Source: an optimization exercise on an open RTL-to-GDS flow (aim: small area and a short achievable clock period). Production flows keep margins and buffers that such runs may drop. No functional check of the RTL was part of any run shown here. No activity file was given, so power comes from the tool's default toggle rates.

==> flow/design.v <==
module fp_add #(
    parameter pDATA_WIDTH = 64,
    parameter pEXP_WIDTH  = 11,
    parameter pFRAC_WIDTH = 52
) (
    input  [(pDATA_WIDTH-1):0] in_A,
    input  [(pDATA_WIDTH-1):0] in_B,
    input                      clk,
    input                      rst_n,
    input                      in_valid,
    output [(pDATA_WIDTH-1):0] result,
    output                     out_valid
);
    wire [10:0] ea_s0 = in_A[62:52];
    wire [10:0] eb_s0 = in_B[62:52];
    wire [6:0] dab_s0;
    wire [5:0] dh_s0;
    fpa_add #(.N(7)) u_dab_0 (.a({1'b0, ea_s0[5:0]}), .b({1'b1, ~eb_s0[5:0]}), .ci(1'b1), .s(dab_s0));
    fpa_add #(.N(6)) u_dh_0 (.a({1'b0, ea_s0[10:6]}), .b({1'b1, ~eb_s0[10:6]}), .ci(1'b1), .s(dh_s0));
    wire elt_s0 = dh_s0[5] | (~|dh_s0 & dab_s0[6]);
    reg v_al;
    always @(posedge clk or negedge rst_n)
        if (!rst_n) v_al <= 1'b0;
        else v_al <= in_valid;
    reg [63:0] A_al;
    always @(posedge clk) A_al <= in_A;
    reg [63:0] B_al;
    always @(posedge clk) B_al <= in_B;
    reg [6:0] dab_al;
    always @(posedge clk) dab_al <= dab_s0;
    reg [5:0] dh_al;
    always @(posedge clk) dh_al <= dh_s0;
    reg elt_al;
    always @(posedge clk) elt_al <= elt_s0;
    wire xa_s1 = &A_al[62:52];
    wire xb_s1 = &B_al[62:52];
    wire mza_s1 = ~|A_al[51:0];
    wire mzb_s1 = ~|B_al[51:0];
    wire nan_s1 = (xa_s1 & ~mza_s1) | (xb_s1 & ~mzb_s1) | (xa_s1 & xb_s1 & (A_al[63] ^ B_al[63]));
    wire spec_s1 = xa_s1 | xb_s1;
    wire isg_s1 = xa_s1 ? A_al[63] : B_al[63];
    wire dh0_s1 = ~|dh_al;
    wire dh1_s1 = (dh_al == 6'd1);
    wire dhm_s1 = (dh_al == 6'h3F);
    wire dlz_s1 = ~|dab_al[5:0];
    wire sat_s1 = (~dh_al[5] & ~dh0_s1 & ~dh1_s1) | (dh1_s1 & ~dab_al[6]) | (dh_al[5] & ~dhm_s1) | (dhm_s1 & (dab_al[6] | dlz_s1));
    wire [5:0] ngm_s1 = {|dab_al[4:0], |dab_al[3:0], |dab_al[2:0], |dab_al[1:0], dab_al[0], 1'b0};
    wire [5:0] sh_s1 = dab_al[5:0] ^ ({6{elt_al}} & ngm_s1);
    wire eeq_s1 = dh0_s1 & dlz_s1;
    wire ha_s1 = |A_al[62:52];
    wire hb_s1 = |B_al[62:52];
    wire [52:0] bm_s1 = elt_al ? {hb_s1, B_al[51:0]} : {ha_s1, A_al[51:0]};
    wire [52:0] sm_s1 = elt_al ? {ha_s1, A_al[51:0]} : {hb_s1, B_al[51:0]};
    wire [10:0] be_s1 = elt_al ? B_al[62:52] : A_al[62:52];
    wire mlt_s1;
    fpa_lt #(.N(52)) u_mlt_1 (.a(A_al[51:0]), .b(B_al[51:0]), .lt(mlt_s1));
    wire swap_s1 = elt_al | (eeq_s1 & mlt_s1);
    wire swm_s1 = eeq_s1 & mlt_s1;
    wire sgn_s1 = nan_s1 ? 1'b0 : (spec_s1 ? isg_s1 : (swap_s1 ? B_al[63] : A_al[63]));
    wire sub_s1 = A_al[63] ^ B_al[63];
    wire [55:0] r0_s1 = {sm_s1, 3'b000};
    wire [55:0] r1_s1 = sh_s1[0] ? {1'd0, r0_s1[55:1]} : r0_s1;
    wire t1_s1 = sh_s1[0] & r0_s1[0];
    wire [55:0] r2_s1 = sh_s1[1] ? {2'd0, r1_s1[55:2]} : r1_s1;
    wire t2_s1 = sh_s1[1] & |r1_s1[1:0];
    wire [55:0] r3_s1 = sh_s1[2] ? {4'd0, r2_s1[55:4]} : r2_s1;
    wire t3_s1 = sh_s1[2] & |r2_s1[3:0];
    wire s3_s1 = sh_s1[3] | sat_s1;
    wire s4_s1 = sh_s1[4] | sat_s1;
    wire s5_s1 = sh_s1[5] | sat_s1;
    wire [55:0] r4_s1 = s3_s1 ? {8'd0, r3_s1[55:8]} : r3_s1;
    wire t4_s1 = s3_s1 & |r3_s1[7:0];
    wire [55:0] r5_s1 = s4_s1 ? {16'd0, r4_s1[55:16]} : r4_s1;
    wire t5_s1 = s4_s1 & |r4_s1[15:0];
    wire [55:0] r6_s1 = s5_s1 ? {32'd0, r5_s1[55:32]} : r5_s1;
    wire t6_s1 = s5_s1 & |r5_s1[31:0];
    wire [55:0] al_s1 = {r6_s1[55:1], r6_s1[0] | t1_s1 | t2_s1 | t3_s1 | t4_s1 | t5_s1 | t6_s1};
    wire [10:0] be1_s1;
    fpa_inc #(.N(11)) u_be1_1 (.a(be_s1), .ci(1'b1), .s(be1_s1), .co());
    reg v_add;
    always @(posedge clk or negedge rst_n)
        if (!rst_n) v_add <= 1'b0;
        else v_add <= v_al;
    reg [55:0] al_add;
    always @(posedge clk) al_add <= al_s1;
    reg [10:0] be1_add;
    always @(posedge clk) be1_add <= be1_s1;
    reg [52:0] bm_add;
    always @(posedge clk) bm_add <= bm_s1;
    reg nan_add;
    always @(posedge clk) nan_add <= nan_s1;
    reg sgn_add;
    always @(posedge clk) sgn_add <= sgn_s1;
    reg spec_add;
    always @(posedge clk) spec_add <= spec_s1;
    reg sub_add;
    always @(posedge clk) sub_add <= sub_s1;
    reg swm_add;
    always @(posedge clk) swm_add <= swm_s1;
    wire ib_s2 = sub_add & swm_add;
    wire ia_s2 = sub_add & ~swm_add;
    wire [56:0] sum0_s2;
    fpa_add #(.N(57)) u_add_2 (.a({1'b0, bm_add, 3'b000} ^ {57{ib_s2}}), .b({1'b0, al_add} ^ {57{ia_s2}}), .ci(sub_add), .s(sum0_s2));
    wire [56:0] sum_s2 = spec_add ? {1'b1, 51'd0, nan_add, 4'd0} : sum0_s2;
    wire [10:0] bex_s2 = spec_add ? 11'h7FF : be1_add;
    reg v_n1;
    always @(posedge clk or negedge rst_n)
        if (!rst_n) v_n1 <= 1'b0;
        else v_n1 <= v_add;
    reg [10:0] bex_n1;
    always @(posedge clk) bex_n1 <= bex_s2;
    reg sgn_n1;
    always @(posedge clk) sgn_n1 <= sgn_add;
    reg [56:0] sum_n1;
    always @(posedge clk) sum_n1 <= sum_s2;
    wire z5_s3 = ~|sum_n1[56:25];
    wire [56:0] n1_s3 = z5_s3 ? {sum_n1[24:2], 34'd0} : sum_n1;
    wire z4_s3 = ~|n1_s3[56:41];
    wire [56:0] n2_s3 = z4_s3 ? {n1_s3[40:2], 18'd0} : n1_s3;
    wire [10:0] eh_s3;
    fpa_add #(.N(11)) u_eh_3 (.a(bex_n1), .b({5'b11111, ~z5_s3, ~z4_s3, 4'b1111}), .ci(1'b1), .s(eh_s3));
    wire z3_s4 = ~|n2_s3[56:49];
    wire [56:0] n3_s4 = z3_s4 ? {n2_s3[48:2], 10'd0} : n2_s3;
    wire z2_s5 = ~|n3_s4[56:53];
    wire [56:0] n4_s5 = z2_s5 ? {n3_s4[52:2], 6'd0} : n3_s4;
    reg v_n4;
    always @(posedge clk or negedge rst_n)
        if (!rst_n) v_n4 <= 1'b0;
        else v_n4 <= v_n1;
    reg [10:0] eh_n4;
    always @(posedge clk) eh_n4 <= eh_s3;
    reg [56:0] n4_n4;
    always @(posedge clk) n4_n4 <= n4_s5;
    reg sgn_n4;
    always @(posedge clk) sgn_n4 <= sgn_n1;
    reg z2_n4;
    always @(posedge clk) z2_n4 <= z2_s5;
    reg z3_n4;
    always @(posedge clk) z3_n4 <= z3_s4;
    wire z1_s6 = ~|n4_n4[56:55];
    wire [56:0] n5_s6 = z1_s6 ? {n4_n4[54:0], 2'd0} : n4_n4;
    wire z0_s6 = ~n5_s6[56];
    wire [56:0] n6_s6 = z0_s6 ? {n5_s6[55:0], 1'd0} : n5_s6;
    wire zero_s6 = ~n6_s6[56];
    wire [10:0] e1_s6;
    fpa_add #(.N(11)) u_e1_6 (.a(eh_n4), .b({7'b1111111, ~z3_n4, ~z2_n4, ~z1_s6, ~z0_s6}), .ci(1'b1), .s(e1_s6));
    wire rup_s6 = n6_s6[3] & (n6_s6[4] | |n6_s6[2:0]);
    wire [51:0] fm_s6 = n6_s6[55:4];
    wire [10:0] fe_s6 = zero_s6 ? 11'd0 : e1_s6;
    wire fs_s6 = sgn_n4 & ~zero_s6;
    wire fr_s6 = rup_s6;
    wire [62:0] mr_s7;
    fpa_inc #(.N(63)) u_inc_7 (.a({fe_s6, fm_s6}), .ci(fr_s6), .s(mr_s7), .co());
    wire [63:0] res_s7 = {fs_s6, mr_s7};
    reg v_o;
    always @(posedge clk or negedge rst_n)
        if (!rst_n) v_o <= 1'b0;
        else v_o <= v_n4;
    reg [63:0] res_o;
    always @(posedge clk) res_o <= res_s7;
    assign result = res_o;
    assign out_valid = v_o;
endmodule
module fpa_add #(parameter N = 8) (
    input  [N-1:0] a,
    input  [N-1:0] b,
    input          ci,
    output [N-1:0] s
);
    localparam M = N + 1;
    localparam L = (M <= 2) ? 1 : (M <= 4) ? 2 : (M <= 8) ? 3 : (M <= 16) ? 4 : (M <= 32) ? 5 : (M <= 64) ? 6 : 7;
    wire [M-1:0] g0 = {a & b, ci};
    wire [M-1:0] p0 = {a ^ b, 1'b0};
    wire [(L+1)*M-1:0] G, P;
    assign G[M-1:0] = g0;
    assign P[M-1:0] = p0;
    genvar l, i;
    generate
        for (l = 0; l < L; l = l + 1) begin : lv
            for (i = 0; i < M; i = i + 1) begin : bt
                if ((i >> l) & 1) begin : c
                    assign G[(l+1)*M+i] = G[l*M+i] | (P[l*M+i] & G[l*M+((i>>l)<<l)-1]);
                    assign P[(l+1)*M+i] = P[l*M+i] & P[l*M+((i>>l)<<l)-1];
                end else begin : w
                    assign G[(l+1)*M+i] = G[l*M+i];
                    assign P[(l+1)*M+i] = P[l*M+i];
                end
            end
        end
    endgenerate
    assign s = p0[M-1:1] ^ G[L*M +: N];
endmodule
module fpa_inc #(parameter N = 8) (
    input  [N-1:0] a,
    input          ci,
    output [N-1:0] s,
    output         co
);
    localparam M = N + 1;
    localparam L = (M <= 2) ? 1 : (M <= 4) ? 2 : (M <= 8) ? 3 : (M <= 16) ? 4 : (M <= 32) ? 5 : (M <= 64) ? 6 : 7;
    wire [(L+1)*M-1:0] P;
    assign P[M-1:0] = {a, ci};
    genvar l, i;
    generate
        for (l = 0; l < L; l = l + 1) begin : lv
            for (i = 0; i < M; i = i + 1) begin : bt
                if ((i >> l) & 1) begin : c
                    assign P[(l+1)*M+i] = P[l*M+i] & P[l*M+((i>>l)<<l)-1];
                end else begin : w
                    assign P[(l+1)*M+i] = P[l*M+i];
                end
            end
        end
    endgenerate
    assign s = a ^ P[L*M +: N];
    assign co = P[L*M+N];
endmodule
module fpa_lt #(parameter N = 8) (
    input  [N-1:0] a,
    input  [N-1:0] b,
    output         lt
);
    localparam L = (N <= 2) ? 1 : (N <= 4) ? 2 : (N <= 8) ? 3 : (N <= 16) ? 4 : (N <= 32) ? 5 : (N <= 64) ? 6 : 7;
    localparam W = 1 << L;
    wire [W-1:0] g0 = {{(W-N){1'b0}}, ~a & b};
    wire [W-1:0] e0 = {{(W-N){1'b1}}, ~(a ^ b)};
    wire [2*W-1:0] G, E;
    assign G[W +: W] = g0;
    assign E[W +: W] = e0;
    genvar i;
    generate
        for (i = 1; i < W; i = i + 1) begin : nd
            assign G[i] = G[2*i+1] | (E[2*i+1] & G[2*i]);
            assign E[i] = E[2*i+1] & E[2*i];
        end
    endgenerate
    assign lt = G[1];
endmodule
==> flow/flow/run.sh <==
#!/bin/bash
bash standard.sh ADDER_MAP_FILE= SETUP_SLACK_MARGIN=8.95 \
  "CTS_ARGS=-sink_clustering_enable -repair_clock_nets -sink_clustering_size 16 -sink_clustering_max_diameter 60 -dont_use_dummy_load -buf_list sky130_fd_sc_hd__clkbuf_8 -root_buf sky130_fd_sc_hd__clkbuf_16" \
  POST_GLOBAL_PLACE_TCL=$PWD/flow/post_gpl.tcl "BUFFER_PORTS_ARGS=-buffer_cell sky130_fd_sc_hd__buf_1" finish > standard.log 2>&1
==> flow/flow/post_gpl.tcl <==
# POST_GLOBAL_PLACE hook: every port got a buf_1 buffer (BUFFER_PORTS_ARGS); make the
# output ports' buffers buf_2, which drive the output load faster.
foreach port [get_ports -filter "direction == output"] {
  set net [get_nets [get_full_name $port]]
  foreach pin [get_pins -of_objects $net -filter "direction == output"] {
    set inst [get_cells -of_objects $pin]
    if {[get_property $inst ref_name] eq "sky130_fd_sc_hd__buf_1"} {
      replace_cell $inst sky130_fd_sc_hd__buf_2
    }
  }
}
==> flow/standard.sh <==
#!/bin/bash
# synth_recipe.tcl (not shown) runs the flow's synth.tcl, then flattens the netlist and writes it again
# the make line also repeats each setting of config.mk as NAME=value (left out here)
make -C /OpenROAD-flow-scripts/flow DESIGN_CONFIG=/design/flow/config.mk WORK_HOME=/design/flow/orfs CLKGATE_MAP_FILE= SYNTH_SCRIPT=/design/flow/synth_recipe.tcl "${@:-finish}"
==> flow/config.mk <==
export PLATFORM = sky130hd
export DESIGN_NAME = fp_add
export DESIGN_NICKNAME = fp_add
export VERILOG_FILES = /design/flow/design.v
export SDC_FILE = /design/flow/constraint.sdc
export NUM_CORES = 8
export LEC_CHECK = 0
export ABC_AREA = 1
export CAP_MARGIN = 20
export CORE_MARGIN = 2
export CORE_UTILIZATION = 60
export PLACE_DENSITY = 0.75
export SLEW_MARGIN = 20
==> flow/constraint.sdc <==
create_clock -name core_clock -period 12.5 [get_ports {clk}]
set_input_delay 2.5000 -clock core_clock [delete_from_list [all_inputs] [get_ports {clk}]]
set_output_delay 2.5000 -clock core_clock [all_outputs]
set_load 0.01 [all_outputs]
==> impl_metrics.py, run 1 <==
metrics = {
    "critical_path": {
        "crit_path_start_kind": "flop",
        "crit_chain": "buf_2",
        "crit_required_ns": 10.00,
        "regToRegSetupSlack_ns": 9.15,
        "critPathBufInv": 1,
        "cp.arrival_ns": 1.04,
        "cp_max_fo": 1,
        "critPathTopFamily": "flip-flops",
        "cp_slowest_stage_delay_ns": 0.36,
        "cp_slowest_cell": "dfrtp_1",
        "critPathCaptureType": "output port",
        "worstSetupPathType": "reg -> out",
    },
    "min_path": {
        "hold_path_class": "reg -> reg",
    },
    "clock_network": {
        "cts_root_buf": "clkbuf_16",
        "clock_sinks": 476,
        "max-clock-path-buffers": 3,
        "cts_tree": "yes",
        "cts_buffers": 40,
        "cts.clk_slew.worst_paths_ns": 0.09,
        "cts_hold_buf": 0,
        "worstSkewPairLatency_ns": 0.56,
        "htreeDepth": 2,
    },
    "outcome": {
        "status": "complete, no violations",
    },
    "synth": {
        "ys_warn_count": 1,
        "syn_nets": 4135,
        "synth-seq-cells": 476,
        "syn_area_mm2": 0.0262,
        "yosysSeqAreaShare_pct": 36.5,
        "async_reset_ff_share_pct": 1.05,
        "synth_edf_count": 0,
        "ys_dominant_reg_cell": "dfxtp_1",
        "synth_area_per_cell_um2": 6.55,
        "synthDistinctLibCells": 54,
        "synthCells": 4004,
    },
    "sta": {
        "setup_tns_ns": 0,
        "relSlewSlack_pct": 46.2,
        "slew_violations": 0,
        "rsz0062_at_grt": "yes",
        "tightest_slew_ns": 0.799,
        "setup_ws_ns": 8.96,
        "fin_crit_sh_pct": 28.3,
        "hold_violations": 0,
        "max_freq_ghz": 0.283,
        "setup_violations": 0,
        "fin_crit_ns": 3.54,
        "skew_ns": 0.0471,
    },
    "placement": {
        "hpwlAfterDp_um": 60700,
        "place_ws_ns": 8.36,
        "io_buffers": 195,
        "place_area_mm2": 0.0272,
    },
    "detailed_routing": {
        "routed_wl_um": 79300,
        "drc_errors": 0,
        "dr.first_iter.drc_count": 1970,
        "drt_first_pass_iters": 9,
        "routedWlPerCell_um": 16.9,
        "vias": 25187,
        "ant_nets": 0,
        "vias_per_cell": 5.36,
    },
    "power_and_ir_drop": {
        "p_leak_nw": 13.9,
        "switching_share_pct": 43.4,
        "switching_power_mw": 2.30,
        "peakVddDrop_v": 0.000130,
        "clkPwrFrac_pct": 15.3,
        "power_frac_comb_pct": 45.2,
        "powerDensity_mw_per_mm2": 186,
        "p_seq_share_pct": 39.5,
        "p_int_mw": 3.00,
    },
    "job": {
        "cap_violations": 0,
    },
    "cells_and_area": {
        "seqCellArea_mm2": 0.00957,
        "final_cell_mix": "nand2_1, dfxtp_1, inv_1, o21ai_0, nor2_1",
        "fin_area_mm2": 0.0285,
        "multi_input_area_mm2": 0.0146,
        "num-fill-cells": 4071,
        "drive_gt1_share_pct": 7.87,
        "syn_to_final_growth_pct": 8.84,
        "final_common_cell": "nand2_1",
        "nets": 4248,
    },
    "grt": {
        "antenna_found_initial": 3,
        "grt_pass1_wl_um": 117000,
        "grt_max_degree": 97,
        "overflow": 0,
        "grt_pass1_vias": 22193,
        "track_usage_pct": 33.6,
    },
    "floorplan": {
        "core_mm2": 0.0431,
        "die_width_um": 213,
        "num_io_pins": 196,
        "rows": 76,
        "chipHeight_um": 213,
        "initial_core_util_pct": 60.8,
        "die-area_mm2": 0.0454,
    },
}
==> final cells by class <==
cell class	instances	area share (%)
tap	585	2.57
timing repair inverter	3	0.0790
clock buffer	40	2.13
antenna	1	0.00877
inverter	434	5.79
timing repair buffer	228	4.58
multi-input combinational	2934	51.3
sequential	476	33.6
==> cells in the mapped netlist, types with 5 or more instances <==
cell | n | share of area, %
nand2_1 | 1248 | 18
dfxtp_1 | 471 | 36
inv_1 | 424 | 6.1
o21ai_0 | 412 | 7.9
nor2_1 | 311 | 4.5
nand3_1 | 266 | 5.1
xor2_1 | 156 | 5.2
a21oi_1 | 115 | 2.2
clkbuf_1 | 87 | 1.2
or2_2 | 71 | 1.7
xnor2_1 | 48 | 1.6
nand4_1 | 39 | 0.93
nor4_1 | 39 | 0.93
nor3_1 | 36 | 0.69
buf_2 | 33 | 0.63
o21ai_1 | 22 | 0.42
mux2i_1 | 21 | 0.80
buf_1 | 19 | 0.27
a31oi_1 | 15 | 0.36
buf_4 | 15 | 0.43
o21a_1 | 15 | 0.43
buf_6 | 14 | 0.60
o211ai_1 | 13 | 0.37
nor2_4 | 12 | 0.52
nand2_2 | 9 | 0.21
o22ai_1 | 9 | 0.21
nor2_2 | 7 | 0.17
a21boi_0 | 6 | 0.17
inv_2 | 6 | 0.086
nand3b_1 | 6 | 0.17
dfrtp_1 | 5 | 0.48
nand2_4 | 5 | 0.21
nor3_2 | 5 | 0.19
o21bai_1 | 5 | 0.14
==> metrics by stage <==
| step | hold WS [ns] | instances | power, mW | utilization (%) |
|---|---|---|---|---|
| final | 0.334 | 4701 | 5.30 | 66.2 |
| after global routing | 0.338 | 4700 | 5.71 | 66.2 |
| after CTS | 0.334 | 4683 | 5.20 | 64.9 |
| after detailed placement | 0.312 | 4639 | 4.39 | 63.1 |
| after global placement | 0.310 | 4639 | 4.34 | 62.9 |
| after floorplan | 0.310 | 4004 | 3.75 | - |
==> power groups by stage <==
stage | Sequential, mW | Combinational (mW) | Clock [mW]
3_5_place_dp | 2.12 | 2.27 | 0
2_1_floorplan | 2.08 | 1.67 | 0
6_report | 2.09 | 2.39 | 0.808
3_3_place_gp | 2.12 | 2.22 | 0
4_1_cts | 2.09 | 2.29 | 0.824
5_1_grt | 2.13 | 2.71 | 0.877
==> repair_timing <==
action                                  4_1_cts  5_1_grt
buffers inserted                              0        6
gates resized for setup                      32       87
endpoints found under the setup margin      172      171
endpoints found under the hold margin         0        0
pin swaps                                     2       12
gates cloned                                  4       11
==> metal layers <==
layer	track usage (%)	up-vias	routed length, um
met1	37.5	11178	30200
met2	58.6	851	37800
met4	25.1	0	6660
li1	-	12912	-
met3	4.32	246	4700
met5	0	-	0
==> final timing paths <==
check | start | endpoint | cells after the start
worst max-delay path | v_o$_DFF_PN0_ | out_valid | 1
worst min-delay path | bex_n1[2]$_SDFF_PP1_ | eh_n4[2]$_DFF_P_ | 0
worst max register to register | elt_al$_DFF_P_ | al_add[0]$_DFF_P_ | 15
worst min register to register | bex_n1[2]$_SDFF_PP1_ | eh_n4[2]$_DFF_P_ | 0
max in group asynchronous | rst_n | v_o$_DFF_PN0_ | 1
min in group asynchronous | rst_n | v_n1$_DFF_PN0_ | 1
==> cells by family (layout without fill, tap and decap cells) <==
| kind of cell | after synthesis | after routing | share of synthesized area [%] |
|---|---|---|---|
| simple gates | 2071 | 2079 | 33.8 |
| other cells | 0 | 1 | 0 |
| mux | 21 | 21 | 0.802 |
| buf+inv | 602 | 705 | 9.40 |
| flops | 476 | 476 | 36.5 |
| xor+xnor | 204 | 204 | 6.82 |
| compound gates | 630 | 630 | 12.8 |
==> sequential cells by signal, summed over array words and instances (netlist names), 6 cells and up <==
register and cells:
al_add 56, be1_add 11, dh_al 6, sum_n1 57, bex_n1 11, n4_n4 57, bm_add 53, A_al 64
dab_al 7, eh_n4 11, res_o 64, B_al 64
==> run 2, diff against run 1 <==
--- a/flow/design.v
+++ b/flow/design.v
@@ -114,40 +114,38 @@
     reg [56:0] sum_n1;
     always @(posedge clk) sum_n1 <= sum_s2;
     wire z5_s3 = ~|sum_n1[56:25];
-    wire [56:0] n1_s3 = z5_s3 ? {sum_n1[24:2], 34'd0} : sum_n1;
+    wire [56:0] n1_s3 = z5_s3 ? {sum_n1[24:0], 32'd0} : sum_n1;
     wire z4_s3 = ~|n1_s3[56:41];
-    wire [56:0] n2_s3 = z4_s3 ? {n1_s3[40:2], 18'd0} : n1_s3;
+    wire [56:0] n2_s3 = z4_s3 ? {n1_s3[40:0], 16'd0} : n1_s3;
     wire [10:0] eh_s3;
     fpa_add #(.N(11)) u_eh_3 (.a(bex_n1), .b({5'b11111, ~z5_s3, ~z4_s3, 4'b1111}), .ci(1'b1), .s(eh_s3));
     wire z3_s4 = ~|n2_s3[56:49];
-    wire [56:0] n3_s4 = z3_s4 ? {n2_s3[48:2], 10'd0} : n2_s3;
-    wire z2_s5 = ~|n3_s4[56:53];
-    wire [56:0] n4_s5 = z2_s5 ? {n3_s4[52:2], 6'd0} : n3_s4;
-    reg v_n4;
-    always @(posedge clk or negedge rst_n)
-        if (!rst_n) v_n4 <= 1'b0;
-        else v_n4 <= v_n1;
-    reg [10:0] eh_n4;
-    always @(posedge clk) eh_n4 <= eh_s3;
-    reg [56:0] n4_n4;
-    always @(posedge clk) n4_n4 <= n4_s5;
-    reg sgn_n4;
-    always @(posedge clk) sgn_n4 <= sgn_n1;
-    reg z2_n4;
-    always @(posedge clk) z2_n4 <= z2_s5;
-    reg z3_n4;
-    always @(posedge clk) z3_n4 <= z3_s4;
-    wire z1_s6 = ~|n4_n4[56:55];
-    wire [56:0] n5_s6 = z1_s6 ? {n4_n4[54:0], 2'd0} : n4_n4;
+    wire [56:0] n3_s4 = z3_s4 ? {n2_s3[48:0], 8'd0} : n2_s3;
+    reg v_n3;
+    always @(posedge clk or negedge rst_n)
+        if (!rst_n) v_n3 <= 1'b0;
+        else v_n3 <= v_n1;
+    reg [10:0] eh_n3;
+    always @(posedge clk) eh_n3 <= eh_s3;
+    reg [56:0] n3_n3;
+    always @(posedge clk) n3_n3 <= n3_s4;
+    reg sgn_n3;
+    always @(posedge clk) sgn_n3 <= sgn_n1;
+    reg z3_n3;
+    always @(posedge clk) z3_n3 <= z3_s4;
+    wire z2_s5 = ~|n3_n3[56:53];
+    wire [56:0] n4_s5 = z2_s5 ? {n3_n3[52:0], 4'd0} : n3_n3;
+    wire z1_s6 = ~|n4_s5[56:55];
+    wire [56:0] n5_s6 = z1_s6 ? {n4_s5[54:0], 2'd0} : n4_s5;
     wire z0_s6 = ~n5_s6[56];
     wire [56:0] n6_s6 = z0_s6 ? {n5_s6[55:0], 1'd0} : n5_s6;
     wire zero_s6 = ~n6_s6[56];
     wire [10:0] e1_s6;
-    fpa_add #(.N(11)) u_e1_6 (.a(eh_n4), .b({7'b1111111, ~z3_n4, ~z2_n4, ~z1_s6, ~z0_s6}), .ci(1'b1), .s(e1_s6));
+    fpa_add #(.N(11)) u_e1_6 (.a(eh_n3), .b({7'b1111111, ~z3_n3, ~z2_s5, ~z1_s6, ~z0_s6}), .ci(1'b1), .s(e1_s6));
     wire rup_s6 = n6_s6[3] & (n6_s6[4] | |n6_s6[2:0]);
     wire [51:0] fm_s6 = n6_s6[55:4];
     wire [10:0] fe_s6 = zero_s6 ? 11'd0 : e1_s6;
-    wire fs_s6 = sgn_n4 & ~zero_s6;
+    wire fs_s6 = sgn_n3 & ~zero_s6;
     wire fr_s6 = rup_s6;
     wire [62:0] mr_s7;
     fpa_inc #(.N(63)) u_inc_7 (.a({fe_s6, fm_s6}), .ci(fr_s6), .s(mr_s7), .co());
@@ -155,7 +153,7 @@
     reg v_o;
     always @(posedge clk or negedge rst_n)
         if (!rst_n) v_o <= 1'b0;
-        else v_o <= v_n4;
+        else v_o <= v_n3;
     reg [63:0] res_o;
     always @(posedge clk) res_o <= res_s7;
     assign result = res_o;
==> flow/flow/run.sh (replaced) <==
#!/bin/bash
bash standard.sh ADDER_MAP_FILE= SETUP_SLACK_MARGIN=8.9 \
  "CTS_ARGS=-sink_clustering_enable -repair_clock_nets -sink_clustering_size 16 -sink_clustering_max_diameter 60 -dont_use_dummy_load -buf_list sky130_fd_sc_hd__clkbuf_8 -root_buf sky130_fd_sc_hd__clkbuf_16" \
  POST_GLOBAL_PLACE_TCL=$PWD/flow/post_gpl.tcl "BUFFER_PORTS_ARGS=-buffer_cell sky130_fd_sc_hd__buf_1" finish > standard.log 2>&1
==> run 2 against run 1 <==
  * Core utilization shrank 1.6 points
  * Still clean
  * Largest power group unchanged
  * Setup slack lost 0.056 ns
  * Critical path depth is the same
  * Critical path type unchanged
  * Cell count grew 1.4%
  * Combinational power is essentially flat
  * Sequential share of layout area shrank 0.18 points
  * Sequential power shrank 3%
  * Highest routed layer unchanged
  * First-iteration DRC count shrank 1.5%
==> impl_metrics.py, run 2 <==
metrics = {
    "outcome": {
        "status": "complete, no violations",
    },
    "sta": {
        "setup_tns_ns": 0,
        "timing.hold.ws_ns": 0.332,
        "slew_violations": 0,
        "fin_crit_sh_pct": 28.8,
        "setup_ws_ns": 8.91,
        "max_freq_ghz": 0.278,
        "relSlewSlack_pct": 35.6,
        "hold_violations": 0,
        "rsz0062_at_grt": "yes",
        "skew_ns": 0.0969,
        "tightest_slew_ns": 0.957,
        "fin_crit_ns": 3.59,
        "setup_violations": 0,
    },
    "clock_network": {
        "max-clock-path-buffers": 3,
        "cts_hold_buf": 0,
        "cts_tree": "yes",
        "cts.clk_slew.worst_paths_ns": 0.11,
        "htreeDepth": 2,
        "cts_buffers": 43,
        "clock_sinks": 475,
        "cts_root_buf": "clkbuf_16",
        "worstSkewPairLatency_ns": 0.58,
    },
    "floorplan": {
        "die-area_mm2": 0.0465,
        "die_width_um": 216,
        "core_mm2": 0.0442,
        "initial_core_util_pct": 60.8,
        "rows": 77,
        "num_io_pins": 196,
        "chipHeight_um": 216,
    },
    "power_and_ir_drop": {
        "p_leak_nw": 13.7,
        "p_total_mw": 5.23,
        "peakVddDrop_v": 0.000121,
        "powerDensity_mw_per_mm2": 183,
    },
    "critical_path": {
        "cp_slowest_stage_delay_ns": 0.38,
        "worstSetupPathType": "reg -> out",
        "crit_chain": "buf_2",
        "critPathBufInv": 1,
        "cp_max_fo": 1,
        "crit_path_start_kind": "flop",
        "cp_slowest_cell": "dfrtp_1",
        "cp.arrival_ns": 1.09,
        "critPathCaptureType": "output port",
        "crit_required_ns": 10.00,
        "critPathTopFamily": "flip-flops",
    },
    "grt": {
        "track_usage_pct": 33.9,
        "grt_max_degree": 128,
        "antenna_found_initial": 0,
        "grt_pass1_vias": 23168,
        "overflow": 0,
        "grt_pass1_wl_um": 124000,
    },
    "synth": {
        "yosys-top-cells-area": "dfxtp_1, nand2_1, nand3_1",
        "async_reset_ff_share_pct": 1.05,
        "synthDistinctLibCells": 64,
        "ys_top_cells_by_count": "nand2_1, dfxtp_1, nand3_1",
        "synth-seq-cells": 475,
        "syn_nets": 4216,
        "synthCells": 4085,
        "synth_area_per_cell_um2": 6.58,
        "yosysSeqAreaShare_pct": 35.5,
        "synth_edf_count": 0,
        "yosysMostFrequentCell": "nand2_1",
        "ys_dominant_reg_cell": "dfxtp_1",
        "yosys.area.top_type": "dfxtp_1",
        "synth.top_cell.area_share_pct": 35.0,
        "syn_area_mm2": 0.0269,
        "ys_warn_count": 1,
    },
    "min_path": {
        "hold_path_class": "reg -> reg",
    },
    "detailed_routing": {
        "drc_errors": 0,
        "drt_first_pass_iters": 6,
        "wl_met3_um": 3620,
        "ant_nets": 0,
        "routed_wl_um": 80500,
        "met2_length_um": 37800,
        "dr.first_iter.drc_count": 1940,
        "vias": 25794,
        "dr.max_layer_used": "met4",
        "vias_per_cell": 5.41,
        "routedWlPerCell_um": 16.9,
        "drt-met1-wl_um": 32400,
    },
    "placement": {
        "place_ws_ns": 7.76,
        "hpwlAfterDp_um": 62600,
        "dp_cells": 4716,
        "io_buffers": 195,
    },
    "cells_and_area": {
        "final_common_cell": "nand2_1",
        "final_cell_mix": "nand2_1, dfxtp_1, nand3_1, nor2_1, inv_1",
        "syn_to_final_growth_pct": 6.34,
        "drive_gt1_share_pct": 7.62,
        "nets": 4307,
        "largestRegisters": "A_al (64), B_al (64), res_o (64)",
        "instances_no_fill": 4767,
    },
    "job": {
        "cap_violations": 0,
    },
}
run 2: cell count changes after synthesis, sizes merged, moves of 11 or more:
cell,change
nor4,-14
or2,-15
o21ai,-57
nand4,+11
nor2,+27
nand3,+200
mux2i,-15
inv,-64
run 2: worst paths after layout:
| kind | cells after the start | start | slack [ns] | to |
|---|---|---|---|---|
| setup / recovery | 1 | v_o$_DFF_PN0_ | 8.91 | out_valid |
| hold reg to reg | 0 | bex_n1[0]$_SDFF_PP1_ | 0.33 | eh_n3[0]$_DFF_P_ |
| setup reg to reg | 16 | sub_add$_DFF_P_ | 9.11 | sum_n1[48]$_SDFF_PP0_ |
| min in group asynchronous | 1 | rst_n | 1.75 | v_o$_DFF_PN0_ |
| hold / removal | 0 | bex_n1[0]$_SDFF_PP1_ | 0.33 | eh_n3[0]$_DFF_P_ |
| max in group asynchronous | 1 | rst_n | 10.51 | v_n1$_DFF_PN0_ |
run 2: cell type report:
class                      count  area, um2
timing repair buffer         216       1100
fill                        4293      15600
clock buffer                  43        648
antenna                        1       2.50
multi-input combinational   3069      15100
sequential                   475       9540
timing repair inverter         1       7.51
tap                          592        741
inverter                     370       1450
run 2: routing by layer:
metal,vias up,track usage (%)
li1,13308,-
met1,11525,38.9
met2,749,58.4
met3,212,4.27
met4,0,24.2
met5,-,0
run 2: cells by family after synthesis:
family | count (synthesis) | synth area share, %
xor gates and xnor gates | 199 | 6.60
and+or+nand+nor | 2300 | 37.5
AOI/OAI and AO/OA | 562 | 11.2
muxes | 6 | 0.224
buffers and inverters | 543 | 9.00
DFF | 475 | 35.5
run 2: per-stage QoR:
step | util, % | area [um2]
4_1_cts | 64.2 | 28400
5_1_grt | 64.6 | 28600
6_report | 64.6 | 28600
2_1_floorplan | - | 26900
3_3_place_gp | 62.2 | 27500
3_5_place_dp | 62.4 | 27600
run 2: repair_timing:
item                       CTS  global route
setup endpoints to repair  169           129
gates cloned                 2             2
resized for setup           30            32
pin swaps                    1             2
setup buffers                0             3
run 2: where the power goes:
part / leakage, nW / switching, mW / internal [mW]
Sequential: 4.00 / 0.188 / 1.84
Combinational: 9.33 / 1.59 / 0.769
Clock: 0.335 / 0.497 / 0.345

==> re-timing with driven ports <==
The results above use ideal ports. As a check the final layouts listed here were re-extracted and re-timed, cells and wires unchanged.
Step 1, drivers: a clkbuf_16 drives clk and a buf_2 each remaining input, both assumed.
Step 2 times the ports against the registers' clock, not the clock port: input delays grow and output delays shrink by t, the midpoint of the rising clock arrivals with the driver on.
a / b / c = no drivers / after step 1 / after step 2; a / b = the first two.
run	shift t [ns]	setup WS [ns]	cell pins on the clock port's net
run 1	0.591	8.962 / 8.903 / 8.466	1
run 2	0.598	8.906 / 8.844 / 8.402	1
After both steps setup and hold are still met in every run listed. The setup slack of run 2, which loses most, moves by -0.062 ns with the drivers and by -0.504 ns with both steps.
